Background: an optimization exercise with open tools, aiming at small area and a short achievable clock period. Do not read the settings as production practice.
The RTL was checked by simulation tests, not by an equivalence proof against the original design.
No activity file was given, so power comes from the tool's default toggle rates.

File: flow/design.v
parameter NUM_OF_CORES = 4;
parameter NUM_OF_LANES = 4;
parameter NUM_OF_PORT = 8;
parameter NUM_OF_WB = 3;
parameter MEM_REQ_PER_CORE = 2;
parameter VECTOR_REG_DEPTH = 64; 
parameter VECTOR_REG_WIDTH = 32;
parameter SCALAR_REG_DEPTH = 32; 
parameter SCALAR_REG_WIDTH = 64;
parameter NUM_OF_VECTOR_REG = 8;
parameter PIPELINE_OPCODE_WIDTH = 32;
typedef bit [PIPELINE_OPCODE_WIDTH-1:0] opcode_t;
parameter LOAD_STORE_BUFFER_DEPTH = 64;
parameter REQUEST_COUNTER_WIDTH = 8;
parameter REQUEST_LENGHT_WIDTH = 8;
parameter TAG_BIT_WIDTH = 5; 
parameter SET_BIT_WIDTH = 5; 
parameter CACHE_BLOCK_SIZE = 8;
parameter MAX_ASSOCIATIVITY = 32;
parameter CACHE_SIZE = 2048;
typedef enum { ONE_WAY_ASSOCIATIVITY = 0,
               TWO_WAY_ASSOCIATIVITY = 1,
               FOUR_WAY_ASSOCIATIVITY = 2,
               EIGHT_WAY_ASSOCIATIVITY = 3,
               SIXTEEN_WAY_ASSOCIATIVITY = 4,
               THIRTYTWO_WAY_ASSOCIATIVITY = 5 } associativity_t;
parameter BYTE = 8;
parameter ADDR_FIELD_WIDTH = 16;
parameter DATA_FIELD_WIDTH = 64;
parameter ACCESS_ID_WIDTH = 8;
parameter CORE_ID_WIDTH = 4;
typedef enum { NULL_ACCESS, READ_REQ, WRITE_REQ, READ_RSP, WRITE_RSP, THREAD_ACTIVATE, THREAD_HALT} access_type_t;
typedef enum { NON_STRIDE, STRIDE, INDEX} stride_type_t;
typedef struct packed {
    bit vld;
    access_type_t access_type;
    bit [REQUEST_LENGHT_WIDTH-1:0] access_length;
    bit [ACCESS_ID_WIDTH-1:0] access_id;
    bit [CORE_ID_WIDTH-1:0] core_id;
    bit [ADDR_FIELD_WIDTH-1:0] addr;
    bit [(DATA_FIELD_WIDTH/BYTE)-1:0] byte_en;
    bit [VECTOR_REG_DEPTH-1:0] data;
} request_t;
typedef struct packed {
    bit vld;
    access_type_t access_type;
    bit [REQUEST_LENGHT_WIDTH-1:0] access_length;
    stride_type_t stride_type;
    bit [$clog2(NUM_OF_VECTOR_REG)-1:0] vec_reg_ptr;
    bit [ADDR_FIELD_WIDTH-1:0] addr;
    bit [VECTOR_REG_DEPTH-1:0] data;
} cntrl_req_t;
typedef enum bit [7:0] {
   NO_OP = 0,
   ADDVVD = 1, ADDVSD = 2,
   SUBVVD = 3, SUBVSD = 4, SUBSVD = 5, 
   MULVVD = 6, MULVSD = 7,
   DIVVVD = 8, DIVVSD = 9, DIVSVD = 10,
   LV = 11, LVI = 12, LVWS = 13, 
   SV = 14, SVI = 15, SVWS = 16,
   SEQVVD = 17, SNEVVD = 18, SGTVVD = 19, SLTVVD = 20, SGEVVD = 21, SLEVVD = 22,
   SEQVSD = 23, SNEVSD = 24, SGTVSD = 25, SLTVSD = 26, SGEVSD = 27, SLEVSD = 28,
   POP = 29, 
   CVM = 30, 
   MTC1 = 31, MFC1 = 32,
   MVTM = 33, MVFM = 34,
   PIPE_ACTIVATE =35, PIPE_HALT = 36, 
   MOV_IMM = 37, MOV_IMM_DATA = 38
 } vopcode_t;
 typedef enum {SADD, SSUB, SMUL, SDIV, 
               FADD, FSUB, FMUL, FDIV} function_opcode_t;
 typedef enum bit [7:0] { R0,  R1,  R2,  R3,  R4,  R5,  R6,  R7,
                          R8,  R9,  R10, R11, R12, R13, R14, R15,
                          R16, R17, R18, R19, R20, R21, R22, R23,
                          R24, R25, R26, R27, R28, R29, R30, R31 } s_register_t;
 typedef enum bit [7:0] { F0,  F1,  F2,  F3,  F4,  F5,  F6,  F7,
                          F8,  F9,  F10, F11, F12, F13, F14, F15,
                          F16, F17, F18, F19, F20, F21, F22, F23,
                          F24, F25, F26, F27, F28, F29, F30, F31 } f_register_t;
 typedef enum bit [7:0] { V0, V1, V2, V3, V4, V5, V6, V7, VLR, VM} v_register_t;
module arbiter_p #(parameter VECTOR_IN = 8)
                 (input clk,
                  input [VECTOR_IN-1:0] request_vector,
                  output reg [VECTOR_IN-1:0] grant
                 );
   logic found;
   always_comb begin
       grant = 0;
       found = 0;
       for(int i = 0; i < VECTOR_IN; i++) begin
          if((request_vector[i] == 1'b1) && !found) begin
             grant[i] = 1;
             found = 1;
          end
       end
   end
endmodule
module weight_logic # (parameter VECTOR_IN = 8)
                    (input clk, 
                     input reset,
                     input [VECTOR_IN-1:0] request_vector,
                     input [VECTOR_IN-1:0][VECTOR_IN-1:0] weight,
                     output reg [VECTOR_IN-1:0] grant
                    );
   logic [VECTOR_IN-1:0] num_of_grants;
   always_ff @(posedge clk or negedge reset) begin
      if(!reset) begin
         num_of_grants <= 0;
         grant <= 0;
      end
      else begin
         for(int i = 0; i<VECTOR_IN; i++) begin
            if(request_vector[i] && (weight[i] != num_of_grants+1)) begin
               num_of_grants <= num_of_grants+1;
            end
            else if(request_vector[i] && (weight[i] == num_of_grants+1)) begin
               num_of_grants <= 0;
               for(int i = 1; i < VECTOR_IN; i++) begin
                  grant[i] <= request_vector[i-1] | grant[i-1];
               end
            end
         end
      end
   end
endmodule
module warbiter_rr # (parameter VECTOR_IN = 8)
                   (input clk,
                    input reset,
                    input [VECTOR_IN-1:0] request_vector,
                    input [VECTOR_IN-1:0][VECTOR_IN-1:0] weight,
                    output reg [VECTOR_IN-1:0] grant
                   );
   logic [VECTOR_IN-1:0] request_vector_comb, masked_request_vector,
                         unmasked_grant, unmasked_grant_ff, masked_grant, next_mask_vector;
   logic masked;
   weight_logic # (.VECTOR_IN(VECTOR_IN))
                next_mask_generator (.clk(clk),
                                     .reset(reset),
                                     .request_vector(grant),
                                     .weight(weight),
                                     .grant(next_mask_vector)
                                    );
   always_comb begin
      request_vector_comb = 0;
      for(int i=0; i<VECTOR_IN; i++) begin
         if(weight[i] != 0)
            request_vector_comb[i] = request_vector[i];
      end
   end
    always_comb begin
       masked_request_vector = request_vector & next_mask_vector;
    end
   arbiter_p # (.VECTOR_IN(VECTOR_IN))
             masked_request_grant (.clk(clk),
                                   .request_vector(masked_request_vector),
                                   .grant(masked_grant)
                                  );
   arbiter_p # (.VECTOR_IN(VECTOR_IN))
             unmasked_request_grant (.clk(clk),
                                     .request_vector(request_vector_comb),
                                     .grant(unmasked_grant)
                                    );
    always_comb begin
       masked = (masked_grant == 4'h0) ? 0 : 1;
    end
always_ff@(posedge clk or negedge reset)
begin
   if(!reset)
      unmasked_grant_ff <= 0;
   else
      unmasked_grant_ff <= unmasked_grant;
end
    always_comb begin
       if(masked)
          grant = masked_grant;
       else
          grant = unmasked_grant_ff;
    end
endmodule
module crossbar_switch (input clk,
                        input reset,
                        input [NUM_OF_PORT-1:0] req_vld,
                        input [NUM_OF_PORT-1:0] req_write,
                        input [NUM_OF_PORT-1:0][REQUEST_LENGHT_WIDTH-1:0] req_length,
                        input [NUM_OF_PORT-1:0][$clog2(NUM_OF_VECTOR_REG)-1:0] req_vec_reg_ptr,
                        input [NUM_OF_PORT-1:0][ADDR_FIELD_WIDTH-1:0] req_addr,
                        input [NUM_OF_PORT-1:0][VECTOR_REG_WIDTH-1:0] req_data,
                        output reg [NUM_OF_VECTOR_REG-1:0][$clog2(VECTOR_REG_DEPTH)-1:0] vector_read_addr_port,
                        output reg [NUM_OF_VECTOR_REG-1:0] vector_write_port,
                        output reg [NUM_OF_VECTOR_REG-1:0][$clog2(VECTOR_REG_DEPTH)-1:0] vector_write_addr_port,
                        output reg [NUM_OF_VECTOR_REG-1:0][VECTOR_REG_WIDTH-1:0] write_data,
                        output reg [NUM_OF_PORT-1:0] reg_req_grant,
                        output reg [NUM_OF_PORT-1:0] rsp_vld,
                        output reg [NUM_OF_VECTOR_REG-1:0][$clog2(VECTOR_REG_DEPTH)-1:0] rsp_addr_port                    
                       );
    logic [NUM_OF_VECTOR_REG-1:0][NUM_OF_PORT-1:0] request, grant;
    logic [NUM_OF_VECTOR_REG-1:0][NUM_OF_PORT-1:0][NUM_OF_PORT-1:0] weight;
    logic [NUM_OF_VECTOR_REG-1:0][NUM_OF_PORT-1:0] grant_rev;
    logic [NUM_OF_PORT-1:0] rsp_vld_comb;
    logic [NUM_OF_PORT-1:0][$clog2(VECTOR_REG_DEPTH)-1:0] rsp_addr_port_ff;
    always_comb begin
        for(int i = 0; i<NUM_OF_PORT; i++) begin
           for(int j = 0; j<NUM_OF_VECTOR_REG; j++) begin
              if(req_vld[i] && (req_vec_reg_ptr[i] == j)) begin
                 request[j][i] = 1;
                 weight[j][i] = req_length[i];
              end
              else begin
                 request[j][i] = 0 ;
                 weight[j][i] = 0;
              end
           end
        end
    end
    generate for(genvar i=0; i<NUM_OF_VECTOR_REG; i++) begin : xbar_arbiter
    warbiter_rr #(.VECTOR_IN(NUM_OF_PORT))
                arb (.clk(clk),
                     .reset(reset),
                     .request_vector(request[i]),
                     .weight(weight[i]),
                     .grant(grant[i])
                    );
    end endgenerate
    always_comb begin
       for(int i=0; i<NUM_OF_VECTOR_REG; i++) begin
          for(int j=0; j<NUM_OF_PORT; j++) begin
             grant_rev[i][j] = grant[j][i];
          end
       end
    end
    always_comb begin
       for(int i = 0; i<NUM_OF_PORT; i++) begin
             reg_req_grant[i] =  |grant_rev[i];
             rsp_vld_comb[i] =  req_vld[i] && |grant_rev[i];
       end
    end
    always_ff@(posedge clk or negedge reset) begin
       if(!reset) begin
          for(int i = 0; i<NUM_OF_PORT; i++) begin
             rsp_vld[i] <= 0;
             rsp_addr_port_ff[i] <= 0;
          end
       end
       else begin
          rsp_vld <= rsp_vld_comb;
          for(int i=0; i<NUM_OF_VECTOR_REG; i++) begin
             for(int j=0; j<NUM_OF_PORT; j++) begin
                if(grant[i][j]) begin
                   rsp_addr_port_ff[j] <= i;
                end
             end
          end
       end
    end
    generate for(genvar i=0; i<NUM_OF_PORT; i++) begin
always_ff@(posedge clk or negedge reset)
begin
   if(!reset)
      rsp_addr_port[i] <= 0;
   else
      rsp_addr_port[i] <= rsp_addr_port_ff[i];
end
    end endgenerate
    always_ff @(posedge clk or negedge reset) begin
       if(!reset) begin
          for(int i = 0; i<NUM_OF_VECTOR_REG; i++) begin
             vector_read_addr_port[i] <= 0;
             vector_write_port[i] <= NO_OP;
             vector_write_addr_port[i] <= 0;
             write_data[i] <= 0;
          end
       end
       else begin
          for(int i = 0; i<NUM_OF_VECTOR_REG; i++) begin
             if(|grant[i]) begin
                vector_write_port[i] <= 0;
                for(int j = 0; j<NUM_OF_PORT; j++) begin
                   if(grant[i][j] && req_vld[j] && (req_vec_reg_ptr[j] == i)) begin
                      vector_read_addr_port[i] <= req_addr[j];
                      vector_write_port[i] <= req_write[j] ? 1 : 0;
                      vector_write_addr_port[i] <= req_addr[j];
                      write_data[i] <= req_data[j];
                   end
                end
             end
             else begin
                vector_write_port[i] <= 0;   
             end
          end
       end
    end
endmodule
module vreg_xbar (input clk,
                  input reset,
                  input [7:0] req_vld,
                  input [7:0] req_write,
                  input [63:0] req_len,
                  input [23:0] req_ptr,
                  input [47:0] req_addr,
                  input [NUM_OF_PORT*VECTOR_REG_WIDTH-1:0] req_data,
                  output [47:0] rd_addr,
                  output [7:0] wr_en,
                  output [47:0] wr_addr,
                  output [NUM_OF_VECTOR_REG*VECTOR_REG_WIDTH-1:0] wr_data,
                  output [7:0] grant,
                  output [7:0] rsp_vld,
                  output [23:0] rsp_reg
                 );
   logic [NUM_OF_PORT-1:0][ADDR_FIELD_WIDTH-1:0] req_addr_w;
   logic [NUM_OF_VECTOR_REG-1:0][$clog2(VECTOR_REG_DEPTH)-1:0] vector_read_addr_port, vector_write_addr_port;
   logic [NUM_OF_VECTOR_REG-1:0] vector_write_port;
   logic [NUM_OF_VECTOR_REG-1:0][VECTOR_REG_WIDTH-1:0] write_data;
   logic [NUM_OF_PORT-1:0] reg_req_grant, rsp_vld_w;
   logic [NUM_OF_VECTOR_REG-1:0][$clog2(VECTOR_REG_DEPTH)-1:0] rsp_addr_port;
   generate for(genvar p = 0; p < NUM_OF_PORT; p++) begin : port
      assign req_addr_w[p] = {10'h0, req_addr[p*6 +: 6]};
   end endgenerate
   crossbar_switch xbar (.clk(clk),
                         .reset(reset),
                         .req_vld(req_vld),
                         .req_write(req_write),
                         .req_length(req_len),
                         .req_vec_reg_ptr(req_ptr),
                         .req_addr(req_addr_w),
                         .req_data(req_data),
                         .vector_read_addr_port(vector_read_addr_port),
                         .vector_write_port(vector_write_port),
                         .vector_write_addr_port(vector_write_addr_port),
                         .write_data(write_data),
                         .reg_req_grant(reg_req_grant),
                         .rsp_vld(rsp_vld_w),
                         .rsp_addr_port(rsp_addr_port)
                        );
   generate for(genvar r = 0; r < 8; r++) begin : flat
      assign rd_addr[r*6 +: 6] = vector_read_addr_port[r];
      assign wr_addr[r*6 +: 6] = vector_write_addr_port[r];
      assign wr_data[r*VECTOR_REG_WIDTH +: VECTOR_REG_WIDTH] = write_data[r];
      assign rsp_reg[r*3 +: 3] = rsp_addr_port[r][2:0];
   end endgenerate
   assign wr_en = vector_write_port;
   assign grant = reg_req_grant;
   assign rsp_vld = rsp_vld_w;
endmodule
File: flow/config.mk
export PLATFORM = sky130hd
export DESIGN_NAME = vreg_xbar
export DESIGN_NICKNAME = vreg_xbar
export VERILOG_FILES = /design/flow/design.v
export SDC_FILE = /design/flow/constraint.sdc
export NUM_CORES = 4
export LEC_CHECK = 0
export CAP_MARGIN = 30
export CORE_MARGIN = 2
export CORE_UTILIZATION = 15
export PLACE_DENSITY = 0.3
export SETUP_SLACK_MARGIN = 0.3
export SLEW_MARGIN = 20
File: flow/constraint.sdc
create_clock -name core_clock -period 8.0 [get_ports {clk}]
set_input_delay 1.6000 -clock core_clock [delete_from_list [all_inputs] [get_ports {clk}]]
set_output_delay 1.6000 -clock core_clock [all_outputs]
set_load 0.01 [all_outputs]
File: flow/run.sh
#!/bin/bash
# synth_recipe.tcl (not shown) runs the flow's synth.tcl, then flattens the netlist and writes it again
# the make line also repeats each setting of config.mk as NAME=value (left out here)
make -C /OpenROAD-flow-scripts/flow DESIGN_CONFIG=/design/flow/config.mk WORK_HOME=/design/flow/orfs CLKGATE_MAP_FILE= SYNTH_SCRIPT=/design/flow/synth_recipe.tcl finish
==> results of run 1 <==
per-stage QoR:
| step | utilization | power (W) | instance area, um^2 |
|---|---|---|---|
| 2_1_floorplan | - | 0.0103 | 60300 |
| 3_3_place_gp | 0.186 | 0.0166 | 74300 |
| 3_5_place_dp | 0.187 | 0.0166 | 74900 |
| 4_1_cts | 0.195 | 0.0211 | 77900 |
| 5_1_grt | 0.195 | 0.0219 | 78100 |
| 6_report | 0.196 | 0.0212 | 78200 |
state kept, by name, summed over array words and instances, names as in the netlist:
| register | count |
|---|---|
| xbar.write_data | 256 |
| xbar.xbar_arbiter.arb.next_mask_generator.num_of_grants | 64 |
| xbar.xbar_arbiter.arb.unmasked_grant_ff | 64 |
| xbar.xbar_arbiter.arb.next_mask_generator.grant | 56 |
| xbar.rsp_addr_port | 24 |
| xbar.vector_write_port | 8 |
| xbar.rsp_vld | 8 |
| xbar.rsp_addr_port_ff | 24 |
| xbar.vector_read_addr_port | 18 |
| xbar.vector_write_addr_port | 30 |
cell families (layout without fill, tap and decap cells):
logic type,Yosys count,count (layout),synth area share
AO/OA/AOI/OAI,2953,2953,0.339
AND/OR/NAND/NOR,2855,2855,0.232
buffers and inverters,1224,1546,0.0854
flip-flops,552,552,0.229
multiplexers,352,352,0.0587
XOR/XNOR,282,282,0.0543
adder cells (fa/ha/maj),8,8,0.00166
other,0,106,0
cell type report:
type                            instances  area, um^2  share of cell area
Sequential cell                       552       13800               0.177
Clock inverter                         31         342             0.00437
Inverter                               85         319             0.00408
Antenna cell                          106         265             0.00339
Clock buffer                          130        2670              0.0341
Multi-Input combinational cell       6450       42100               0.538
Tap cell                             5265        6590              0.0842
Timing Repair Buffer                 1300       12200               0.156
power breakdown:
| part | total (W) | switching, W | internal [W] |
|---|---|---|---|
| clock network | 0.00437 | 0.00190 | 0.00248 |
| logic | 0.0112 | 0.00659 | 0.00465 |
| registers | 0.00557 | 0.00166 | 0.00392 |
| total | 0.0212 | 0.0101 | 0.0110 |
routing by layer:
layer / part of all wire / up-vias / track usage
li1: - / 31557 / -
met1: 0.42 / 40021 / 0.363
met2: 0.43 / 5104 / 0.418
met3: 0.085 / 1124 / 0.0615
met4: 0.066 / 34 / 0.163
met5: 0.00039 / - / 0
timing repair:
action | CTS | global route
hold buffers | 0 | 0
resized for setup | 0 | 2
gates cloned | 0 | 0
pin swaps | 1 | 0
endpoints found under the setup margin | 1 | 1
hold endpoints to repair | 0 | 0
buffers inserted | 2 | 0
cell usage in the layout (no fill, tap or decap), types with 49 or more instances in the layout:
cell / count
nand4_1: 111
clkbuf_16: 95
and3_1: 94
diode_2: 106
a21oi_1: 607
a221o_1: 49
nor2b_1: 50
a211o_1: 71
a211oi_1: 335
o21ai_0: 519
and2_1: 57
a221oi_1: 87
a22oi_1: 121
o211ai_1: 153
buf_2: 52
a31oi_1: 124
inv_1: 75
nor3_1: 198
mux2i_1: 336
a32oi_1: 55
nand2_1: 634
o22ai_1: 101
dfrtp_1: 552
nand3_1: 182
nor4_1: 73
nor2_1: 983
clkdlybuf4s50_1: 763
o31ai_1: 64
xnor2_1: 172
xnor3_1: 51
buf_4: 429
o221ai_1: 161
or3_1: 66
path summary, 6_finish.rpt:
path                                                       from                         endpoint  depth (start not counted)
min in group asynchronous                                 reset                        async pin                          1
max in group asynchronous                                 reset  xbar.rsp_addr_port[8]$_DFF_PN0_                          3
max                                                 req_ptr[23]                         grant[2]                          8
min reg2reg                xbar.rsp_addr_port_ff[0]$_DFFE_PN0N_  xbar.rsp_addr_port[0]$_DFF_PN0_                          0
min                        xbar.rsp_addr_port_ff[0]$_DFFE_PN0N_  xbar.rsp_addr_port[0]$_DFF_PN0_                          0
max reg2reg                                                flop                             flop                         12
==> results.sh, run 1 <==
export IMPL_vias_per_cell=5.59
export IMPL_yosys_area_top_type="dfrtp_1"
export IMPL_wl_per_cell_um=42.8
export IMPL_max_freq_ghz=0.130
export IMPL_power_density_nw_per_um2=271
export IMPL_grt_max_degree=104
export IMPL_r2r_slack_ns=2.50
export IMPL_synth_area_um2=60300
export IMPL_cts_sinks=552
export IMPL_initial_utilization=0.151
export IMPL_drive_above_1_share=0.110
export IMPL_final_max_slew_viol_count=0
export IMPL_grt_setup_unrepaired="no"
export IMPL_overflow=0
export IMPL_vias=77840
export IMPL_dp_cells=13644
export IMPL_crit_fanout=15
export IMPL_drt_initial_drc_count=10774
export IMPL_htree_levels=3
export IMPL_crit_path_frequent_cell="clkdlybuf4s50_1"
export IMPL_hold_class="reg -> reg"
export IMPL_synth_ff_type="dfrtp_1"
export IMPL_setup_slack_ns=0.302
export IMPL_synth_edf_count=0
export IMPL_critPathBufInv=2
export IMPL_routed_wl_mm=596
export IMPL_synth_distinct_cells=118
export IMPL_drtAntennaViolNets=0
export IMPL_layout_min_cycle_time_ns=7.70
export IMPL_worst_pin_slew_ns=1.17
export IMPL_io_pins=810
export IMPL_hpwlAfterDp_mm=441
export IMPL_num_rows=232
export IMPL_antenna_found_initial=191
export IMPL_critPathSlowestCell="clkdlybuf4s50_1"
export IMPL_core_area_um2=400000
export IMPL_synth_nets=8644
export IMPL_grt_pass1_vias=71475
export IMPL_slew_headroom=0.220
export IMPL_p_leak_nw=28.4
export IMPL_grt_pass1_wl_mm=759
export IMPL_die_x_um=638
export IMPL_fin_skew_ns=0.127
export IMPL_max_cap_viol_count=0
export IMPL_clk_pin_slew_ns=0.05
export IMPL_post_route_drc_count=0
export IMPL_netlist_area_leader_share=0.229
export IMPL_ys_seq_area_frac=0.229
export IMPL_crit_chain="clkdlybuf4s50_1 -> and4_1 -> a22oi_1 -> and3_1 -> a21o_1 -> nor4_1 -> nand2_1 -> clkdlybuf4s50_1"
export IMPL_fillerInstances=44853
export IMPL_area_growth_pct=29.7
export IMPL_num_nets_final=8901
export IMPL_finalSetupViolCount=0
export IMPL_status="complete, no violations"
export IMPL_fin_crit_sh=0.962
export IMPL_worstPathArrival_ns=6.10
export IMPL_synth_cells=8226
export IMPL_synth_most_common_cell="nor2_1"
export IMPL_io_buffer_count=809
export IMPL_critPathCaptureType="output pin"
export IMPL_dr_pass1_iters=9
export IMPL_peakVddDrop_mv=0.159
export IMPL_cts_buffer_depth=4
export IMPL_numCtsBuffers=94
export IMPL_clk_latency_ns=0.93
export IMPL_die_h_um=638
export IMPL_worstPathRequired_ns=6.40
export IMPL_synth_common_cells="nor2_1 (1002), clkbuf_1 (767), nand2_1 (654), a21oi_1 (611), dfrtp_1 (552)"
export IMPL_max_stage_delay_ns=0.99
export IMPL_cts_root_buf="clkbuf_16"
export IMPL_post_place_ws_ns=0.162
export IMPL_syn_avg_cell_area_um2=7.33
export IMPL_start_kind="input pin"
export IMPL_yosys_warnings=4
export IMPL_setup_worst_path_class="in -> out"
export IMPL_hold_viol=0
export IMPL_synth_area_leaders="dfrtp_1 (23%), nor2_1 (6.2%), mux2i_1 (5.6%)"
export IMPL_cts_tree="done"
export IMPL_fin_setup_tns_ns=0
export IMPL_synthArstFlopShare=1.00
export IMPL_gp_congestion=0.991
export IMPL_crit_family="simple AND/OR/NAND/NOR gates"
export IMPL_final_cells=13919
export IMPL_dieArea_um2=407000
export IMPL_worst_hold_slack_ns=0.377
export IMPL_ys_ff_latch=552
export IMPL_track_usage=0.278
==> run 2, diff against run 1 <==
==> flow/design.v (replaced) <==
module vreg_xbar (input clk,
                  input reset,
                  input [7:0] req_vld,
                  input [7:0] req_write,
                  input [63:0] req_len,
                  input [23:0] req_ptr,
                  input [47:0] req_addr,
                  input [255:0] req_data,
                  output [47:0] rd_addr,
                  output [7:0] wr_en,
                  output [47:0] wr_addr,
                  output [255:0] wr_data,
                  output [7:0] grant,
                  output [7:0] rsp_vld,
                  output [23:0] rsp_reg
                 );
   wire [63:0] g;                 
   reg  [7:0]  gp;                
   generate for (genvar r = 0; r < 8; r++) begin : arb
      reg  [7:0] req, reqc, mreq, mg, ugff, gr, sel, len_sel;
      reg        anym, hit, anyg, match, pre;
      reg  [6:0] nm;              
      reg  [7:0] num;             
      reg  [2:0] ug_idx;          
      reg        ug_v;
      reg  [2:0] ug_idx_d;
      reg  [5:0] addr_q;
      reg        wen_q;
      reg  [31:0] data_q;
      always_comb begin
         for (int p = 0; p < 8; p++) begin
            req[p]  = req_vld[p] && (req_ptr[p*3 +: 3] == r);
            reqc[p] = req[p] && (req_len[p*8 +: 8] != 0);
            ugff[p] = ug_v && (ug_idx == p);
         end
         mreq = req & {nm, 1'b0};
         anym = |mreq;
         pre = 1'b0;
         for (int p = 0; p < 8; p++) begin
            mg[p] = mreq[p] & ~pre;
            pre = pre | mreq[p];
         end
         gr   = anym ? mg : ugff;
         sel  = anym ? mg : (ugff & req);
         hit  = |sel;
         anyg = anym | ug_v;
         len_sel = 0;
         for (int p = 0; p < 8; p++)
            len_sel = len_sel | ({8{sel[p]}} & req_len[p*8 +: 8]);
         match = hit && (num != 8'hff) && (len_sel == num + 8'd1);
         ug_idx_d = 0;
         for (int p = 7; p >= 0; p--)
            if (reqc[p]) ug_idx_d = p;
      end
      assign g[r*8 +: 8] = gr;
      always_ff @(posedge clk or negedge reset) begin
         if (!reset) begin
            nm <= 0;
            num <= 0;
            ug_idx <= 0;
            ug_v <= 0;
         end else begin
            ug_v <= |reqc;
            ug_idx <= ug_idx_d;
            if (anyg) begin
               if (match) begin
                  num <= 0;
                  nm <= {nm[5:0], 1'b0} | (anym ? 7'd0 : ugff[6:0]);
               end else
                  num <= num + 8'd1;
            end
         end
      end
      reg [5:0]  addr_d;
      reg [31:0] data_d;
      always_comb begin
         addr_d = {6{~hit}} & addr_q;
         data_d = {32{~hit}} & data_q;
         for (int p = 0; p < 8; p++) begin
            addr_d = addr_d | ({6{sel[p]}} & req_addr[p*6 +: 6]);
            data_d = data_d | ({32{sel[p]}} & req_data[p*32 +: 32]);
         end
      end
      always_ff @(posedge clk or negedge reset) begin
         if (!reset) begin
            addr_q <= 0;
            wen_q <= 0;
            data_q <= 0;
         end else begin
            wen_q <= |(sel & req_write);
            addr_q <= addr_d;
            data_q <= data_d;
         end
      end
      assign rd_addr[r*6 +: 6] = addr_q;
      assign wr_addr[r*6 +: 6] = addr_q;
      assign wr_en[r] = wen_q;
      assign wr_data[r*32 +: 32] = data_q;
   end endgenerate
   always_comb begin
      for (int p = 0; p < 8; p++) begin
         gp[p] = 0;
         for (int r = 0; r < 8; r++) gp[p] = gp[p] | g[r*8+p];
      end
   end
   assign grant = gp;
   reg [7:0]  rspv_q;
   reg [23:0] rsp_ff, rsp_q;
   always_ff @(posedge clk or negedge reset) begin
      if (!reset) begin
         rspv_q <= 0;
         rsp_ff <= 0;
         rsp_q <= 0;
      end else begin
         rspv_q <= req_vld & gp;
         rsp_q <= rsp_ff;
         for (int p = 0; p < 8; p++)
            for (int r = 0; r < 8; r++)
               if (g[r*8+p]) rsp_ff[p*3 +: 3] <= r;
      end
   end
   assign rsp_vld = rspv_q;
   assign rsp_reg = rsp_q;
endmodule
==> run 2 against run 1 <==
  * Still clean on timing, DRC and antenna
  * Combinational power down 52%
  * Sequential share of layout area is 5.4 points higher
  * Sequential power shrank 18%
  * Clock skew down 0.071 ns
  * Worst hold slack got worse by 0.0022 ns
==> results.sh, run 2 <==
export IMPL_status="complete, no violations"
export IMPL_grt_setup_unrepaired="no"
export IMPL_peakVddDrop_mv=0.147
export IMPL_worst_pin_slew_ns=1.17
export IMPL_drtAntennaViolNets=0
export IMPL_cts_buffer_depth=3
export IMPL_yosys_area_share_simple=0.208
export IMPL_vias_per_cell=5.87
export IMPL_hold_path_depth=0
export IMPL_clk_pin_slew_ns=0.06
export IMPL_r2r_start="arb[2].ug_v$_DFF_PN0_"
export IMPL_yosys_warnings=1
export IMPL_power_density_nw_per_um2=245
export IMPL_synth_area_mux_share=0.00922
export IMPL_hold_viol=0
export IMPL_syn_avg_cell_area_um2=8.26
export IMPL_drive_above_1_share=0.0980
export IMPL_synth_area_leaders="dfrtp_1 (31%), a222oi_1 (12%), a22oi_1 (7.7%)"
export IMPL_antenna_found_initial=108
export IMPL_final_max_slew_viol_count=0
export IMPL_track_usage=0.271
export IMPL_cts_hold_buf=0
export IMPL_overflow=0
export IMPL_grt_max_degree=121
export IMPL_max_cap_viol_count=0
export IMPL_fin_crit_sh=0.934
export IMPL_power_w=0.0139
export IMPL_synthAdderAreaFrac=0.00239
export IMPL_reg_largest_list="arb.data_q: 256 flops, arb.num: 64 flops, arb.nm: 56 flops"
export IMPL_critPathCaptureType="output pin"
export IMPL_grt_pass1_vias=50845
export IMPL_vias=53816
export IMPL_synth_cells=5058
export IMPL_synth_most_common_cell="clkbuf_1"
export IMPL_dieArea_um2=283000
export IMPL_p_leak_nw=21.5
export IMPL_grt_pass1_wl_mm=524
export IMPL_htree_levels=3
export IMPL_ys_seq_area_frac=0.311
export IMPL_drt_initial_drc_count=11306
export IMPL_synth_compound_area_frac=0.365
export IMPL_num_nets_final=5764
export IMPL_setup_worst_path_class="in -> out"
export IMPL_dp_cells=8965
export IMPL_max_freq_ghz=0.134
export IMPL_p_clk_frac=0.281
export IMPL_synth_ff_type="dfrtp_1"
export IMPL_area_growth_pct=35.1
export IMPL_synthArstFlopShare=1.00
export IMPL_fin_skew_ns=0.0554
export IMPL_hpwlAfterDp_mm=282
export IMPL_final_common_cell="clkdlybuf4s50_1"
export IMPL_cts_setup_buffers=0
export IMPL_p_int_w=0.00808
export IMPL_finalSetupViolCount=0
export IMPL_core_area_um2=277000
export IMPL_cts_tree="done"
export IMPL_num_rows=193
export IMPL_worstPathArrival_ns=5.87
export IMPL_combPwrFrac=0.391
export IMPL_mostFrequentLayoutCells="clkdlybuf4s50_1 (807), a222oi_1 (520), dfrtp_1 (520)"
export IMPL_crit_fanout=14
export IMPL_fin_setup_tns_ns=0
export IMPL_slew_headroom=0.217
export IMPL_routed_wl_mm=403
export IMPL_switching_share=0.417
export IMPL_die_x_um=532
export IMPL_hold_class="reg -> reg"
export IMPL_largest_reg_flops=256
export IMPL_synth_area_um2=41800
export IMPL_yosys_area_top_type="dfrtp_1"
export IMPL_place_area_um2=53500
export IMPL_worstPathRequired_ns=6.40
export IMPL_largest_register="arb.data_q"
export IMPL_synth_nets=5476
export IMPL_gp_congestion=0.947
export IMPL_post_route_drc_count=0
export IMPL_reg2reg_depth=12
export IMPL_p_switching_w=0.00578
export IMPL_worst_hold_slack_ns=0.375
export IMPL_wl_per_cell_um=43.9
export IMPL_synth_xor_area_share=0.0151
export IMPL_dr_pass1_iters=14
export IMPL_die_h_um=532
export IMPL_synth_top_family_by_area="compound AO/OA/AOI/OAI gates"
export IMPL_io_pins=810
export IMPL_io_buffer_count=809
export IMPL_ctsResizeCount=0
export IMPL_ys_ff_latch=520
export IMPL_final_area_um2=56500
export IMPL_start_kind="input pin"
export IMPL_numCtsBuffers=81
export IMPL_synth_common_cells="clkbuf_1 (529), a222oi_1 (520), dfrtp_1 (520), nand2_1 (480), a22oi_1 (426)"
export IMPL_worstHoldStart="rsp_ff[17]$_DFFE_PN0P_"
export IMPL_synth_edf_count=0
export IMPL_layout_min_cycle_time_ns=7.47
export IMPL_critical_path_startpoint="req_ptr[7]"
export IMPL_clk_latency_ns=0.75
export IMPL_final_cells=9171
export IMPL_power_frac_seq=0.327
export IMPL_initial_utilization=0.151
export IMPL_synth_distinct_cells=98
export IMPL_cts_sinks=520
export IMPL_cts_root_buf="clkbuf_16"
export IMPL_netlist_area_leader_share=0.311
## run 2: layout make-up
| cell class | count | area, um^2 |
|---|---|---|
| Antenna cell | 58 | 145 |
| Clock buffer | 112 | 2350 |
| Clock inverter | 33 | 383 |
| Fill cell | 30702 | 220000 |
| Inverter | 68 | 255 |
| Multi-Input combinational cell | 3625 | 25600 |
| Sequential cell | 520 | 13000 |
| Tap cell | 3705 | 4640 |
| Timing Repair Buffer | 1050 | 10100 |
## run 2: power by group through the flow
stage	combinational, W	sequential, W	clock, W
final	0.00542	0.00454	0.00390
after global routing	0.00571	0.00461	0.00407
after CTS	0.00544	0.00452	0.00400
after detailed placement	0.00540	0.00454	0
after global placement	0.00543	0.00457	0
after floorplan	0.00214	0.00424	0
## run 2: logic make-up after synthesis
logic type / count (synthesis)
AOI/OAI and AO/OA: 1848
xor gates and xnor gates: 72
muxes: 36
adders and majority gates: 8
buffers and inverters: 913
DFF: 520
and+or+nand+nor: 1661
## run 2: metal layers
layer / vias up / wire length (um) / share of wire / global-route usage
met4: 36 / 19800 / 0.049 / 0.119
met2: 4315 / 180000 / 0.45 / 0.423
met5: - / 273 / 0.00068 / 0.00101
met3: 863 / 41300 / 0.10 / 0.0794
li1: 20888 / - / - / -
met1: 27714 / 162000 / 0.40 / 0.343
## run 2: stage by stage
stage / worst slack [ns] / utilization
after floorplan: 2.62 / -
after global placement: 0.748 / 0.193
after detailed placement: 0.626 / 0.193
after CTS: 0.624 / 0.203
after global routing: 0.448 / 0.204
final: 0.529 / 0.204
## run 2: path summary, 6_finish.rpt
| kind | end | slack, ns |
|---|---|---|
| worst min register to register | rsp_q[17]$_DFF_PN0_ | 0.37 |
| worst max register to register | arb[2].nm[0]$_DFFE_PN0P_ | 3.02 |
| worst min-delay path | rsp_q[17]$_DFF_PN0_ | 0.37 |
| worst max-delay path | grant[4] | 0.53 |
| min in group asynchronous | rsp_q[22]$_DFF_PN0_ | 0.90 |
| max in group asynchronous | arb[4].addr_q[3]$_DFF_PN0_ | 5.46 |
## run 2: critical path: stages
cell and delay, ns:
clkdlybuf4s50_1 0.92, and4_1 0.68, a22o_1 0.30, nor3_1 0.15
nand2_1 0.27, nor2_1 0.11, a21boi_0 0.68, nor3b_1 0.39
nand2_1 0.22, clkdlybuf4s50_1 0.53
==> run 3, diff against run 2 <==
--- a/flow/design.v
+++ b/flow/design.v
@@ -16,7 +16,33 @@
                  );
+   wire [63:0] mask;              
+   wire [63:0] ugff;              
+   reg  [63:0] t, nt_pre;         
+   reg  [7:0]  nanym;             
+   reg  [7:0]  win, ugw;
+   reg  [63:0] dec;               
+   always_comb begin
+      for (int r = 0; r < 8; r++) begin
+         for (int q = 0; q < 8; q++) begin
+            dec[r*8+q] = req_vld[q] && (req_ptr[q*3 +: 3] == r);
+            t[r*8+q] = dec[r*8+q] && mask[r*8+q];
+         end
+         nt_pre[r*8] = 1'b1;
+         for (int q = 1; q < 8; q++)
+            nt_pre[r*8+q] = nt_pre[r*8+q-1] && !t[r*8+q-1];
+         nanym[r] = nt_pre[r*8+7] && !t[r*8+7];
+      end
+      for (int p = 0; p < 8; p++) begin
+         win[p] = 1'b0;
+         ugw[p] = 1'b0;
+         for (int r = 0; r < 8; r++) begin
+            win[p] = win[p] | (t[r*8+p] && nt_pre[r*8+p]);
+            ugw[p] = ugw[p] | (ugff[r*8+p] && nanym[r]);
+         end
+      end
+   end
+   assign grant = win | ugw;
    wire [63:0] g;                 
-   reg  [7:0]  gp;                
    generate for (genvar r = 0; r < 8; r++) begin : arb
-      reg  [7:0] req, reqc, mreq, mg, ugff, gr, sel, len_sel;
-      reg        anym, hit, anyg, match, pre;
+      reg  [7:0] req, reqc, mg, uf, sel, len_sel;
+      reg        hit, anyg, match;
       reg  [6:0] nm;              
@@ -29,19 +55,13 @@
       reg  [31:0] data_q;
+      assign mask[r*8 +: 8] = {nm, 1'b0};
       always_comb begin
          for (int p = 0; p < 8; p++) begin
-            req[p]  = req_vld[p] && (req_ptr[p*3 +: 3] == r);
+            req[p]  = dec[r*8+p];
             reqc[p] = req[p] && (req_len[p*8 +: 8] != 0);
-            ugff[p] = ug_v && (ug_idx == p);
+            uf[p]   = ug_v && (ug_idx == p);
+            mg[p]   = t[r*8+p] && nt_pre[r*8+p];
          end
-         mreq = req & {nm, 1'b0};
-         anym = |mreq;
-         pre = 1'b0;
-         for (int p = 0; p < 8; p++) begin
-            mg[p] = mreq[p] & ~pre;
-            pre = pre | mreq[p];
-         end
-         gr   = anym ? mg : ugff;
-         sel  = anym ? mg : (ugff & req);
+         sel  = !nanym[r] ? mg : (uf & req);
          hit  = |sel;
-         anyg = anym | ug_v;
+         anyg = !nanym[r] | ug_v;
          len_sel = 0;
@@ -54,3 +74,4 @@
       end
-      assign g[r*8 +: 8] = gr;
+      assign ugff[r*8 +: 8] = uf;
+      assign g[r*8 +: 8] = !nanym[r] ? mg : uf;
       always_ff @(posedge clk or negedge reset) begin
@@ -67,3 +88,3 @@
                   num <= 0;
-                  nm <= {nm[5:0], 1'b0} | (anym ? 7'd0 : ugff[6:0]);
+                  nm <= {nm[5:0], 1'b0} | (!nanym[r] ? 7'd0 : uf[6:0]);
                end else
@@ -99,9 +120,2 @@
    end endgenerate
-   always_comb begin
-      for (int p = 0; p < 8; p++) begin
-         gp[p] = 0;
-         for (int r = 0; r < 8; r++) gp[p] = gp[p] | g[r*8+p];
-      end
-   end
-   assign grant = gp;
    reg [7:0]  rspv_q;
@@ -114,3 +128,3 @@
       end else begin
-         rspv_q <= req_vld & gp;
+         rspv_q <= req_vld & grant;
          rsp_q <= rsp_ff;
==> flow/flow/run.sh (new file) <==
#!/bin/bash
# Own layout flow: the standard ORFS flow (standard synthesis unchanged), with the
# port buffers made from the smallest buffer cell instead of the resizer's default pick.
set -euo pipefail
export BUFFER_PORTS_ARGS="-buffer_cell sky130_fd_sc_hd__buf_1"
bash standard.sh > standard_flow.log 2>&1
==> flow/standard.sh (new file) <==
#!/bin/bash
# synth_recipe.tcl (not shown) runs the flow's synth.tcl, then flattens the netlist and writes it again
# the make line also repeats each setting of config.mk as NAME=value (left out here)
make -C /OpenROAD-flow-scripts/flow DESIGN_CONFIG=/design/flow/config.mk WORK_HOME=/design/flow/orfs CLKGATE_MAP_FILE= SYNTH_SCRIPT=/design/flow/synth_recipe.tcl "${@:-finish}"
--- a/flow/config.mk
+++ b/flow/config.mk
@@ -8,6 +8,9 @@
 export CAP_MARGIN = 30
+export CELL_PAD_IN_SITES_DETAIL_PLACEMENT = 1
+export CELL_PAD_IN_SITES_GLOBAL_PLACEMENT = 2
 export CORE_MARGIN = 2
-export CORE_UTILIZATION = 15
-export PLACE_DENSITY = 0.3
-export SETUP_SLACK_MARGIN = 0.3
+export CORE_UTILIZATION = 25
+export CTS_BUF_LIST = sky130_fd_sc_hd__clkbuf_8
+export PLACE_DENSITY = 0.35
+export SETUP_SLACK_MARGIN = 3.5
 export SLEW_MARGIN = 20
removed: flow/run.sh
==> run 3 against run 2 <==
  * Register-to-register slack improved by 0.19 ns
  * Die area decreased by 39%
  * First-iteration DRC count is 8.4% lower
  * Design area decreased by 4.0%
  * Count of clock-buffer cells in the layout increased by 41
  * Critical path type unchanged
  * Largest cell class unchanged
  * Largest power group unchanged
==> results.sh, run 3 <==
export IMPL_status="complete, no violations"
export IMPL_combPwrFrac=0.371
export IMPL_p_leak_nw=21.6
export IMPL_p_clk_frac=0.272
export IMPL_synth_most_common_cell="nand2_1"
export IMPL_fin_crit_sh=0.674
export IMPL_max_freq_ghz=0.185
export IMPL_io_buffer_count=809
export IMPL_initial_utilization=0.251
export IMPL_post_route_drc_count=0
export IMPL_yosys_area_top_type="dfrtp_1"
export IMPL_htree_levels=3
export IMPL_peakVddDrop_mv=0.141
export IMPL_final_common_cell="nand2_1"
export IMPL_synth_nets=5710
export IMPL_ys_seq_area_frac=0.306
export IMPL_synthArstFlopShare=1.00
export IMPL_finalSetupViolCount=0
export IMPL_dr_pass1_iters=12
export IMPL_dp_cells=7664
export IMPL_power_frac_seq=0.357
export IMPL_synth_ff_type="dfrtp_1"
export IMPL_max_stage_delay_ns=0.50
export IMPL_vias_per_cell=6.89
export IMPL_antenna_found_initial=78
export IMPL_largest_reg_flops=256
export IMPL_syn_avg_cell_area_um2=8.04
export IMPL_met1_length_mm=147
export IMPL_synth_area_leaders="dfrtp_1 (31%), a222oi_1 (12%), nand2_1 (7.3%)"
export IMPL_area_growth_pct=27.5
export IMPL_hold_viol=0
export IMPL_worst_pin_slew_ns=1.16
export IMPL_critPathSlowestCell="or4_4"
export IMPL_cts_root_buf="clkbuf_8"
export IMPL_cts_buffer_depth=3
export IMPL_max_cap_viol_count=0
export IMPL_num_rows=151
export IMPL_die_x_um=417
export IMPL_wl_per_cell_um=45.9
export IMPL_synth_cells=5292
export IMPL_vias=56736
export IMPL_drive_above_1_share=0.183
export IMPL_wl_met2_mm=164
export IMPL_grt_pass1_wl_mm=498
export IMPL_fin_skew_ns=0.0820
export IMPL_power_density_nw_per_um2=239
export IMPL_grt_setup_unrepaired="yes"
export IMPL_ys_ff_latch=520
export IMPL_drt_initial_drc_count=10358
export IMPL_track_usage=0.411
export IMPL_setup_worst_path_class="in -> out"
export IMPL_largest_register="arb.data_q"
export IMPL_cts_sinks=520
export IMPL_synth_distinct_cells=116
export IMPL_hpwlAfterDp_mm=248
export IMPL_fin_setup_tns_ns=0
export IMPL_worstPathRequired_ns=6.40
export IMPL_drtAntennaViolNets=0
export IMPL_synth_common_cells="nand2_1 (828), dfrtp_1 (520), a222oi_1 (507), clkbuf_1 (479), nand3_1 (299)"
export IMPL_crit_chain="buf_12 -> nand4b_1 -> buf_4 -> or2_4 -> nand4_1 -> nor2_4 -> nand2_2 -> or4_4 -> nor3b_4 -> and3_4 -> inv_4 -> buf_6"
export IMPL_reg_largest_list="arb.data_q: 256 flops, arb.num: 64 flops, arb.nm: 56 flops"
export IMPL_synth_area_um2=42500
export IMPL_worstPathArrival_ns=3.79
export IMPL_core_area_um2=169000
export IMPL_slew_headroom=0.229
export IMPL_netlist_area_leader_share=0.306
export IMPL_synth_edf_count=0
export IMPL_p_switching_w=0.00584
export IMPL_numCtsBuffers=114
export IMPL_cts_tree="done"
export IMPL_overflow=0
export IMPL_routed_wl_mm=378
export IMPL_final_cells=8233
export IMPL_hold_class="reg -> reg"
export IMPL_start_kind="input pin"
export IMPL_crit_fanout=6
export IMPL_clk_latency_ns=0.96
export IMPL_final_max_slew_viol_count=0
export IMPL_io_pins=810
export IMPL_grt_max_degree=128
export IMPL_highest_layer="met5"
export IMPL_critPathCaptureType="output pin"
export IMPL_clk_pin_slew_ns=0.06
export IMPL_dieArea_um2=174000
export IMPL_die_h_um=417
export IMPL_route_met3_wl_mm=41.4
export IMPL_p_int_w=0.00713
export IMPL_layout_min_cycle_time_ns=5.39
export IMPL_mostFrequentLayoutCells="nand2_1 (808), buf_1 (747), dfrtp_1 (519)"
export IMPL_num_nets_final=6282
export IMPL_worst_hold_slack_ns=0.376
export IMPL_switching_share=0.450
export IMPL_gp_congestion=0.979
export IMPL_fillerInstances=19982
export IMPL_yosys_warnings=1
export IMPL_grt_pass1_vias=56095
## run 3: cell types whose count changed in the layout (fill, tap and decap cells not counted), sizes merged, moves of 22 or more
| cell | change |
|---|---|
| buf | +1018 |
| clkdlybuf4s50 | -807 |
| nand2 | +349 |
| a22oi | -140 |
| a21o | -119 |
| clkbuf | +84 |
| nand3 | -82 |
| nand4 | +81 |
| a221oi | +48 |
| inv | +45 |
| o21ai | +32 |
| a21oi | +24 |
| and3 | +22 |
## run 3: critical path: cells and delay by family
| kind | cells | cell delay (ns) |
|---|---|---|
| and+or+nand+nor | 8 | 1.74 |
| buffers and inverters | 4 | 0.44 |
## run 3: logic make-up (layout without fill, tap and decap cells)
logic type,Yosys count,count (layout),share of synthesized area
and+or+nand+nor,2030,2033,0.241
AOI/OAI and AO/OA,1686,1689,0.330
buffers and inverters,936,1597,0.0963
DFF,520,520,0.306
xor gates and xnor gates,80,80,0.0168
muxes,32,32,0.00803
adders and majority gates,8,8,0.00235
other,0,56,0
## run 3: cell type report
type	instances	area, um^2	share of cell area
clock buffer	153	2110	0.0388
clock inverter	58	468	0.00863
tap	2218	2780	0.0512
antenna	56	140	0.00258
timing repair buffer	1303	7850	0.145
sequential	520	13000	0.240
multi-input combinational	3842	27600	0.508
inverter	83	314	0.00579
## run 3: metrics by stage
| stage | setup slack [ns] | instance area (um^2) | utilization | total power (W) |
|---|---|---|---|---|
| after CTS | 2.69 | 52400 | 0.310 | 0.0128 |
| after floorplan | 2.98 | 43300 | - | 0.00672 |
| after global placement | 1.17 | 47100 | 0.278 | 0.00897 |
| final | 2.61 | 54200 | 0.320 | 0.0130 |
| after global routing | 2.61 | 54200 | 0.320 | 0.0135 |
| after detailed placement | 1.18 | 47200 | 0.279 | 0.00896 |
## run 3: final timing paths
| path | slack [ns] | from | cells after the start | end |
|---|---|---|---|---|
| worst max-delay path | 2.61 | req_vld[2] | 12 | grant[1] |
| worst min-delay path | 0.38 | rsp_ff[0]$_DFFE_PN0P_ | 0 | rsp_q[0]$_DFF_PN0_ |
| worst max register to register | 3.21 | arb[7].ug_v$_DFF_PN0_ | 11 | arb[7].nm[3]$_DFFE_PN0P_ |
| worst min register to register | 0.38 | rsp_ff[0]$_DFFE_PN0P_ | 0 | rsp_q[0]$_DFF_PN0_ |
| max in group asynchronous | 5.60 | reset | 3 | arb[1].data_q[7]$_DFF_PN0_ |
| min in group asynchronous | 0.74 | reset | 1 | arb[5].ug_idx[0]$_DFF_PN0_ |
## run 3: power by group through the flow
stage / Sequential [W] / Combinational [W] / Clock [W]
2_1_floorplan: 0.00439 / 0.00233 / 0
3_3_place_gp: 0.00460 / 0.00437 / 0
3_5_place_dp: 0.00459 / 0.00436 / 0
4_1_cts: 0.00458 / 0.00460 / 0.00359
5_1_grt: 0.00469 / 0.00508 / 0.00370
6_report: 0.00463 / 0.00481 / 0.00353
## run 3: what timing repair did
action,in CTS,in global routing
gates resized for setup,308,139
hold buffers,0,0
pin swaps,104,84
setup buffers,188,89
endpoints found under the setup margin,398,201
gates cloned,6,16
## run 3: metal layers
metal  global-route usage  up-vias
li1                     -    22002
met1                0.520    29377
met2                0.621     4185
met3                0.119     1148
met4                0.236       24
met5                    0        -
==> run 4, diff against run 3 <==
--- a/flow/design.v
+++ b/flow/design.v
@@ -48,3 +48,3 @@
       reg  [6:0] nm;              
-      reg  [7:0] num;             
+      reg  [7:0] c;               
       reg  [2:0] ug_idx;          
@@ -69,3 +69,3 @@
             len_sel = len_sel | ({8{sel[p]}} & req_len[p*8 +: 8]);
-         match = hit && (num != 8'hff) && (len_sel == num + 8'd1);
+         match = hit && (c != 8'd0) && (len_sel == c);
          ug_idx_d = 0;
@@ -79,3 +79,3 @@
             nm <= 0;
-            num <= 0;
+            c <= 8'd1;
             ug_idx <= 0;
@@ -87,6 +87,6 @@
                if (match) begin
-                  num <= 0;
+                  c <= 8'd1;
                   nm <= {nm[5:0], 1'b0} | (!nanym[r] ? 7'd0 : uf[6:0]);
                end else
-                  num <= num + 8'd1;
+                  c <= c + 8'd1;
             end
--- a/flow/config.mk
+++ b/flow/config.mk
@@ -14,3 +14,4 @@
 export PLACE_DENSITY = 0.35
-export SETUP_SLACK_MARGIN = 3.5
+export SETUP_SLACK_MARGIN = 4.0
 export SLEW_MARGIN = 20
+export TNS_END_PERCENT = 0
==> run 4 against run 3 <==
  * Setup slack better by 0.078 ns
  * Global-route usage decreased by 1.6 points
  * Combinational power fell by 9.8%
  * Largest power group is now sequential cells
  * Via count shrank 5.4%
  * Clock skew down 0.018 ns
  * Fmax increased by 1.5%
  * Clock power shrank 4%
  * Sequential share of layout area up 1.4 points
  * Area after synthesis down 2.4%
  * Core utilization decreased by 0.92 points
  * Sequential power is 2% higher
==> results.sh, run 4 <==
export IMPL_status="complete, no violations"
export IMPL_max_freq_ghz=0.188
export IMPL_netlist_area_leader_share=0.308
export IMPL_cts_tree="done"
export IMPL_reg_largest_list="arb.data_q: 256 flops, arb.c: 64 flops, arb.nm: 56 flops"
export IMPL_die_x_um=412
export IMPL_grt_max_degree=111
export IMPL_ys_seq_area_frac=0.314
export IMPL_cts_root_buf="clkbuf_8"
export IMPL_cts_buffer_depth=3
export IMPL_synth_area_leaders="dfrtp_1 (31%), a222oi_1 (12%), a22oi_1 (7.2%)"
export IMPL_clk_latency_ns=0.95
export IMPL_yosys_area_top_type="dfrtp_1"
export IMPL_drt_initial_drc_count=9632
export IMPL_grt_pass1_wl_mm=469
export IMPL_grt_pass1_vias=53083
export IMPL_synthArstFlopShare=1.00
export IMPL_post_route_drc_count=0
export IMPL_numCtsBuffers=113
export IMPL_ys_ff_latch=520
export IMPL_cts_sinks=520
export IMPL_synth_common_cells="nand2_1 (678), dfrtp_1 (512), a222oi_1 (482), clkbuf_1 (479), a22oi_1 (400)"
export IMPL_start_kind="input pin"
export IMPL_final_max_slew_viol_count=0
export IMPL_drive_above_1_share=0.165
export IMPL_finalSetupViolCount=0
export IMPL_antenna_found_initial=82
export IMPL_slew_headroom=0.249
export IMPL_worstPathRequired_ns=6.40
export IMPL_hold_path_depth=0
export IMPL_reg2reg_depth=10
export IMPL_gp_congestion=0.997
export IMPL_largest_register="arb.data_q"
export IMPL_overflow=0
export IMPL_io_pins=810
export IMPL_fin_setup_tns_ns=0
export IMPL_worst_pin_slew_ns=1.13
export IMPL_layout_min_cycle_time_ns=5.31
export IMPL_synth_nets=5527
export IMPL_clk_pin_slew_ns=0.06
export IMPL_critPathCaptureType="output pin"
export IMPL_hold_class="reg -> reg"
export IMPL_num_rows=149
export IMPL_hpwlAfterDp_mm=247
export IMPL_grt_setup_unrepaired="yes"
export IMPL_io_buffer_count=809
export IMPL_setup_worst_path_class="in -> out"
export IMPL_dr_pass1_iters=12
export IMPL_post_place_ws_ns=1.20
export IMPL_hold_end="rsp_q[6]$_DFF_PN0_"
export IMPL_wl_per_cell_um=44.3
export IMPL_htree_levels=3
export IMPL_r2r_start="arb[6].ug_idx[0]$_DFF_PN0_"
export IMPL_core_area_um2=165000
export IMPL_r2r_slack_ns=3.04
export IMPL_final_common_cell="buf_1"
export IMPL_synth_distinct_cells=102
export IMPL_crit_fanout=10
export IMPL_synth_cells=5101
export IMPL_p_leak_nw=20.6
export IMPL_hold_viol=0
export IMPL_syn_avg_cell_area_um2=8.14
export IMPL_vias_per_cell=6.82
export IMPL_vias=53644
export IMPL_synth_edf_count=0
export IMPL_die_h_um=412
export IMPL_peakVddDrop_mv=0.127
export IMPL_num_nets_final=5967
export IMPL_synth_area_um2=41500
export IMPL_fin_crit_sh=0.664
export IMPL_worstPathArrival_ns=3.71
export IMPL_yosys_warnings=1
export IMPL_area_growth_pct=23.6
export IMPL_largest_reg_flops=256
export IMPL_track_usage=0.395
export IMPL_synth_most_common_cell="nand2_1"
export IMPL_power_density_nw_per_um2=242
export IMPL_max_cap_viol_count=0
export IMPL_routed_wl_mm=349
export IMPL_dieArea_um2=169000
export IMPL_crit_reg2reg_capture="arb[6].nm[1]$_DFFE_PN0P_"
export IMPL_synth_ff_type="dfrtp_1"
export IMPL_cts_hold_buf=0
export IMPL_setup_slack_ns=2.69
export IMPL_fin_skew_ns=0.0645
export IMPL_worstHoldStart="rsp_ff[6]$_DFFE_PN0P_"
export IMPL_mostFrequentLayoutCells="buf_1 (772), nand2_1 (656), dfrtp_1 (512)"
export IMPL_worst_hold_slack_ns=0.377
export IMPL_drtAntennaViolNets=0
export IMPL_initial_utilization=0.252
==> run 4: cell types whose count changed in the layout (fill, tap and decap cells not counted), sizes merged, moves of 53 or more <==
cell   before   now
nand2     829   678
a22oi     288   401
buf      1260  1153
a221o     162    90
o21ai     127    74
nand4     210   149
==> run 4: kinds of logic (layout without fill, tap and decap cells) <==
| group | Yosys count | after routing | share of synthesized area |
|---|---|---|---|
| flip-flops | 520 | 520 | 0.314 |
| AND/OR/NAND/NOR | 1814 | 1814 | 0.223 |
| XOR/XNOR | 81 | 81 | 0.0171 |
| AO/OA/AOI/OAI | 1695 | 1695 | 0.335 |
| other | 0 | 38 | 0 |
| multiplexers | 62 | 62 | 0.0161 |
| buffers and inverters | 913 | 1448 | 0.0909 |
| adder cells (fa/ha/maj) | 16 | 16 | 0.00482 |
==> run 4: final cells by class <==
| type | instances | area [um^2] |
|---|---|---|
| fillers | 19523 | 114000 |
| multi-input cells | 3668 | 26500 |
| flip-flops and latches | 520 | 13000 |
| repair buffers | 1160 | 6170 |
| well taps | 2189 | 2740 |
| clock buffers | 155 | 2130 |
| clock inverters | 55 | 345 |
| inverters | 78 | 293 |
| diodes | 38 | 95.1 |
==> run 4: how the worst max path moves through the flow <==
stage	to	from	depth (start not counted)
2_1_floorplan	arb[1].nm[0]$_DFFE_PN0P_	req_ptr[12]	15
3_3_place_gp	grant[1]	req_vld[1]	10
3_5_place_dp	arb[0].nm[3]$_DFFE_PN0P_	req_ptr[5]	11
4_1_cts	grant[1]	req_ptr[17]	11
5_1_grt	grant[4]	req_ptr[12]	11
6_report	grant[4]	req_ptr[7]	12
==> run 4: where the power goes <==
part	internal [W]	switching [W]	total, W
Sequential	0.00356	0.00114	0.00470
Clock	0.00181	0.00158	0.00339
Combinational	0.00150	0.00284	0.00434
==> run 4: stage by stage <==
stage,cells,power (W),utilization,instance area (um^2)
5_1_grt,7840,0.0130,0.311,51300
4_1_cts,7813,0.0124,0.309,51100
3_3_place_gp,7480,0.00880,0.280,46300
2_1_floorplan,5101,0.00659,-,41900
3_5_place_dp,7487,0.00879,0.281,46400
6_report,7863,0.0124,0.311,51300
==> run 4: metal layers <==
layer | up-vias | global-route usage | routed length (um)
li1 | 21016 | - | -
met1 | 27912 | 0.511 | 142000
met2 | 3747 | 0.611 | 153000
met3 | 905 | 0.107 | 35100
met4 | 64 | 0.177 | 18200
met5 | - | 0 | 424
==> run 4: repair_timing <==
action / in CTS / in global routing
setup endpoints to repair: 451 / 425
gates cloned: 1 / 0
pin swaps: 67 / 13
gates resized for setup: 323 / 22
setup buffers: 115 / 10
==> run 4: critical path, cell delays in order <==
cell and delay (ns):
buf_6 0.16, buf_6 0.14, and4b_4 0.31, a32o_2 0.19, nor3_4 0.06, buf_4 0.15
and3_2 0.21, a31oi_4 0.35, nand2_2 0.12, nor2_4 0.16, nand2_4 0.09, buf_2 0.15
==> run 5, diff against run 4 <==
==> flow/flow/run.sh (replaced) <==
#!/bin/bash
# Own layout flow: the standard ORFS flow (standard synthesis unchanged), with
#  - port buffers made from the smallest buffer cell instead of the resizer's default pick,
#  - clock tree built from clkbuf_8 in larger sink clusters, without dummy balancing loads.
set -euo pipefail
export BUFFER_PORTS_ARGS="-buffer_cell sky130_fd_sc_hd__buf_1"
export CTS_ARGS="-sink_clustering_enable -repair_clock_nets -sink_clustering_size 12 -sink_clustering_max_diameter 60 -buf_list sky130_fd_sc_hd__clkbuf_8 -dont_use_dummy_load"
bash standard.sh > standard_flow.log 2>&1
==> run 5 against run 4 <==
  * Die area did not move
  * Non-clock buffer count is 17 higher
  * Largest power group unchanged
  * Via count decreased by 0.82%
  * Sequential power about the same
  * Design area down 1.9%
  * Clock skew increased by 0.036 ns
  * Highest routed layer unchanged
  * Critical path depth unchanged
  * Sequential share of layout area up 0.49 points
  * Count of clock-buffer cells in the layout is 59 lower
  * Global-route usage fell by 0.093 points
  * Total power decreased by 8.2%
==> results.sh, run 5 <==
export IMPL_worstPathRequired_ns=6.40
export IMPL_slew_headroom=0.255
export IMPL_r2r_start="arb[6].ug_idx[1]$_DFF_PN0_"
export IMPL_status="complete, no violations"
export IMPL_ys_seq_area_frac=0.314
export IMPL_worstPathArrival_ns=3.70
export IMPL_hold_class="reg -> reg"
export IMPL_ys_ff_latch=520
export IMPL_synth_cells=5101
export IMPL_power_w=0.0114
export IMPL_cts_buffer_depth=3
export IMPL_dr_pass1_iters=14
export IMPL_finalSetupViolCount=0
export IMPL_synth_area_leaders="dfrtp_1 (31%), a222oi_1 (12%), a22oi_1 (7.2%)"
export IMPL_fin_crit_sh=0.663
export IMPL_grt_pass1_vias=52711
export IMPL_cts_sinks=520
export IMPL_max_stage_delay_ns=0.48
export IMPL_final_max_slew_viol_count=0
export IMPL_num_nets_final=5968
export IMPL_crit_fanout=9
export IMPL_setup_slack_ns=2.70
export IMPL_synth_distinct_cells=102
export IMPL_hold_path_depth=0
export IMPL_antenna_found_initial=84
export IMPL_crit_chain="buf_1 -> buf_6 -> buf_12 -> nor4b_4 -> buf_4 -> a22oi_2 -> and3_4 -> nand2_2 -> nor3_4 -> nor4b_4 -> nand2_2 -> buf_6"
export IMPL_reg_largest_list="arb.data_q: 256 flops, arb.c: 64 flops, arb.nm: 56 flops"
export IMPL_die_x_um=412
export IMPL_synth_edf_count=0
export IMPL_grt_pass1_wl_mm=468
export IMPL_drtAntennaViolNets=0
export IMPL_synth_ff_type="dfrtp_1"
export IMPL_syn_avg_cell_area_um2=8.14
export IMPL_worstHoldStart="rsp_ff[6]$_DFFE_PN0P_"
export IMPL_switching_share=0.464
export IMPL_clk_latency_ns=0.89
export IMPL_layout_min_cycle_time_ns=5.30
export IMPL_synth_most_common_cell="nand2_1"
export IMPL_fin_setup_tns_ns=0
export IMPL_p_int_w=0.00612
export IMPL_power_density_nw_per_um2=227
export IMPL_die_h_um=412
export IMPL_hpwlAfterDp_mm=247
export IMPL_cts_root_buf="clkbuf_8"
export IMPL_combPwrFrac=0.383
export IMPL_largest_reg_flops=256
export IMPL_wl_per_cell_um=45.0
export IMPL_track_usage=0.394
export IMPL_drt_initial_drc_count=9707
export IMPL_crit_reg2reg_capture="arb[6].nm[1]$_DFFE_PN0P_"
export IMPL_synth_area_um2=41500
export IMPL_htree_levels=3
export IMPL_grt_max_degree=111
export IMPL_yosys_warnings=1
export IMPL_grt_setup_unrepaired="yes"
export IMPL_routed_wl_mm=349
export IMPL_max_freq_ghz=0.189
export IMPL_io_buffer_count=809
export IMPL_hold_end="rsp_q[6]$_DFF_PN0_"
export IMPL_vias_per_cell=6.85
export IMPL_drive_above_1_share=0.157
export IMPL_yosys_area_top_type="dfrtp_1"
export IMPL_num_rows=149
export IMPL_post_route_drc_count=0
export IMPL_core_area_um2=165000
export IMPL_numCtsBuffers=96
export IMPL_worst_pin_slew_ns=1.12
export IMPL_dieArea_um2=169000
export IMPL_p_clk_frac=0.205
export IMPL_overflow=0
export IMPL_synth_nets=5527
export IMPL_p_leak_nw=20.0
export IMPL_start_kind="input pin"
export IMPL_gp_congestion=0.997
export IMPL_mostFrequentLayoutCells="buf_1 (770), nand2_1 (657), dfrtp_1 (512)"
export IMPL_p_switching_w=0.00530
export IMPL_peakVddDrop_mv=0.125
export IMPL_power_frac_seq=0.412
export IMPL_clk_pin_slew_ns=0.06
export IMPL_critPathCaptureType="output pin"
export IMPL_vias=53206
export IMPL_synthArstFlopShare=1.00
export IMPL_max_cap_viol_count=0
export IMPL_area_growth_pct=21.3
export IMPL_reg2reg_depth=10
export IMPL_largest_register="arb.data_q"
export IMPL_r2r_slack_ns=3.12
export IMPL_netlist_area_leader_share=0.308
export IMPL_final_util=0.305
export IMPL_critPathSlowestCell="nor4b_4"
export IMPL_hold_viol=0
export IMPL_io_pins=810
export IMPL_final_common_cell="buf_1"
export IMPL_fin_skew_ns=0.100
export IMPL_cts_tree="done"
export IMPL_post_place_ws_ns=1.20
export IMPL_setup_worst_path_class="in -> out"
export IMPL_synth_common_cells="nand2_1 (678), dfrtp_1 (512), a222oi_1 (482), clkbuf_1 (479), a22oi_1 (400)"
export IMPL_initial_utilization=0.252
run 5: layer usage:
metal	vias to the layer above	GRT usage	part of all wire	wire (um)
met5	-	0	0.0012	434
met4	68	0.175	0.050	17500
met3	813	0.105	0.10	35700
met2	3669	0.612	0.44	155000
met1	27738	0.510	0.40	140000
li1	20918	-	-	-
run 5: final cells by class:
type,instances,area (um^2)
flip-flops and latches,520,13000
multi-input cells,3669,26600
inverters,78,293
clock buffers,96,1320
repair buffers,1177,6300
diodes,36,90.1
well taps,2189,2740
fillers,19489,115000
run 5: power groups by stage:
| stage | combinational [W] | clock, W | sequential [W] |
|---|---|---|---|
| final | 0.00438 | 0.00234 | 0.00471 |
| after global routing | 0.00466 | 0.00248 | 0.00479 |
| after CTS | 0.00429 | 0.00239 | 0.00467 |
| after detailed placement | 0.00411 | 0 | 0.00468 |
| after global placement | 0.00410 | 0 | 0.00470 |
| after floorplan | 0.00212 | 0 | 0.00448 |
run 5: what timing repair did:
| action | 4_1_cts | 5_1_grt |
|---|---|---|
| gates cloned | 1 | 1 |
| hold buffers | 0 | 0 |
| pin swaps | 63 | 30 |
| hold endpoints to repair | 0 | 0 |
| resized for setup | 315 | 42 |
| setup endpoints to repair | 453 | 435 |
| buffers inserted | 118 | 23 |
run 5: how the worst max path moves through the flow:
stage,startpoint,to,depth (start not counted),slack (ns)
2_1_floorplan,req_ptr[12],arb[1].nm[0]$_DFFE_PN0P_,15,3.13
3_3_place_gp,req_vld[1],grant[1],10,1.25
3_5_place_dp,req_ptr[5],arb[0].nm[3]$_DFFE_PN0P_,11,1.20
4_1_cts,req_ptr[15],grant[1],12,2.74
5_1_grt,req_ptr[22],grant[4],9,2.68
6_report,req_ptr[21],grant[1],12,2.70
run 5: critical path, delay by kind of cell:
kind	cells	cell delay (ns)
compound gates	1	0.12
simple gates	6	1.26
buf+inv	5	0.70
run 5: cells by family (layout without fill, tap and decap cells):
group                    Yosys count  in the layout  share of synthesized area
AO/OA/AOI/OAI                   1695           1695                      0.335
XOR/XNOR                          81             81                     0.0171
adder cells (fa/ha/maj)           16             16                    0.00482
buffers and inverters            913           1351                     0.0909
flip-flops                       520            520                      0.314
multiplexers                      62             62                     0.0161
other                              0             36                          0
AND/OR/NAND/NOR                 1814           1815                      0.223
run 5: stage by stage:
stage | cells | hold slack, ns | cell area, um^2
3_3_place_gp | 7480 | 0.359 | 46300
5_1_grt | 7740 | 0.399 | 50300
6_report | 7765 | 0.374 | 50400
4_1_cts | 7702 | 0.380 | 49900
2_1_floorplan | 5101 | 0.346 | 41900
3_5_place_dp | 7487 | 0.364 | 46400

## re-timing with driven ports
How much do the figures lean on ideal ports? The routed layouts below were timed once more, with nothing changed but the port constraints. Step 1 (the two cells are an assumption about what drives the block):
set clk [get_ports {clk}]
set_driving_cell -lib_cell sky130_fd_sc_hd__clkbuf_16 $clk
set_driving_cell -lib_cell sky130_fd_sc_hd__buf_2 [delete_from_list [all_inputs] $clk]
Step 2 moves the port delays by t, midway between the first and last clock arrival at a register: inputs arrive t later, outputs are due t later. That takes back most of the time a late clock gives input paths. Slacks: ideal / step 1 / step 2; pairs: ideal / step 1.
| run | shift t [ns] | setup WS [ns] | clock arrival spread, ns | worst data-port slew with drivers (ns) |
|---|---|---|---|---|
| run 1 | 0.972 | 0.302 / 0.279 / 0.279 | 0.127 / 0.127 | 0.36 |
| run 2 | 0.826 | 0.529 / 0.499 / 0.499 | 0.059 / 0.059 | 0.29 |
| run 3 | 1.008 | 2.607 / 2.378 / 1.813 | 0.082 / 0.082 | 0.27 |
| run 4 | 1.012 | 2.685 / 2.602 / 1.876 | 0.066 / 0.066 | 0.29 |
| run 5 | 0.938 | 2.700 / 2.653 / 1.915 | 0.100 / 0.100 | 0.26 |
After both steps setup and hold are still met in every run listed. The setup slack of run 4, which loses most, moves by -0.083 ns with the drivers and by -0.809 ns with both steps.
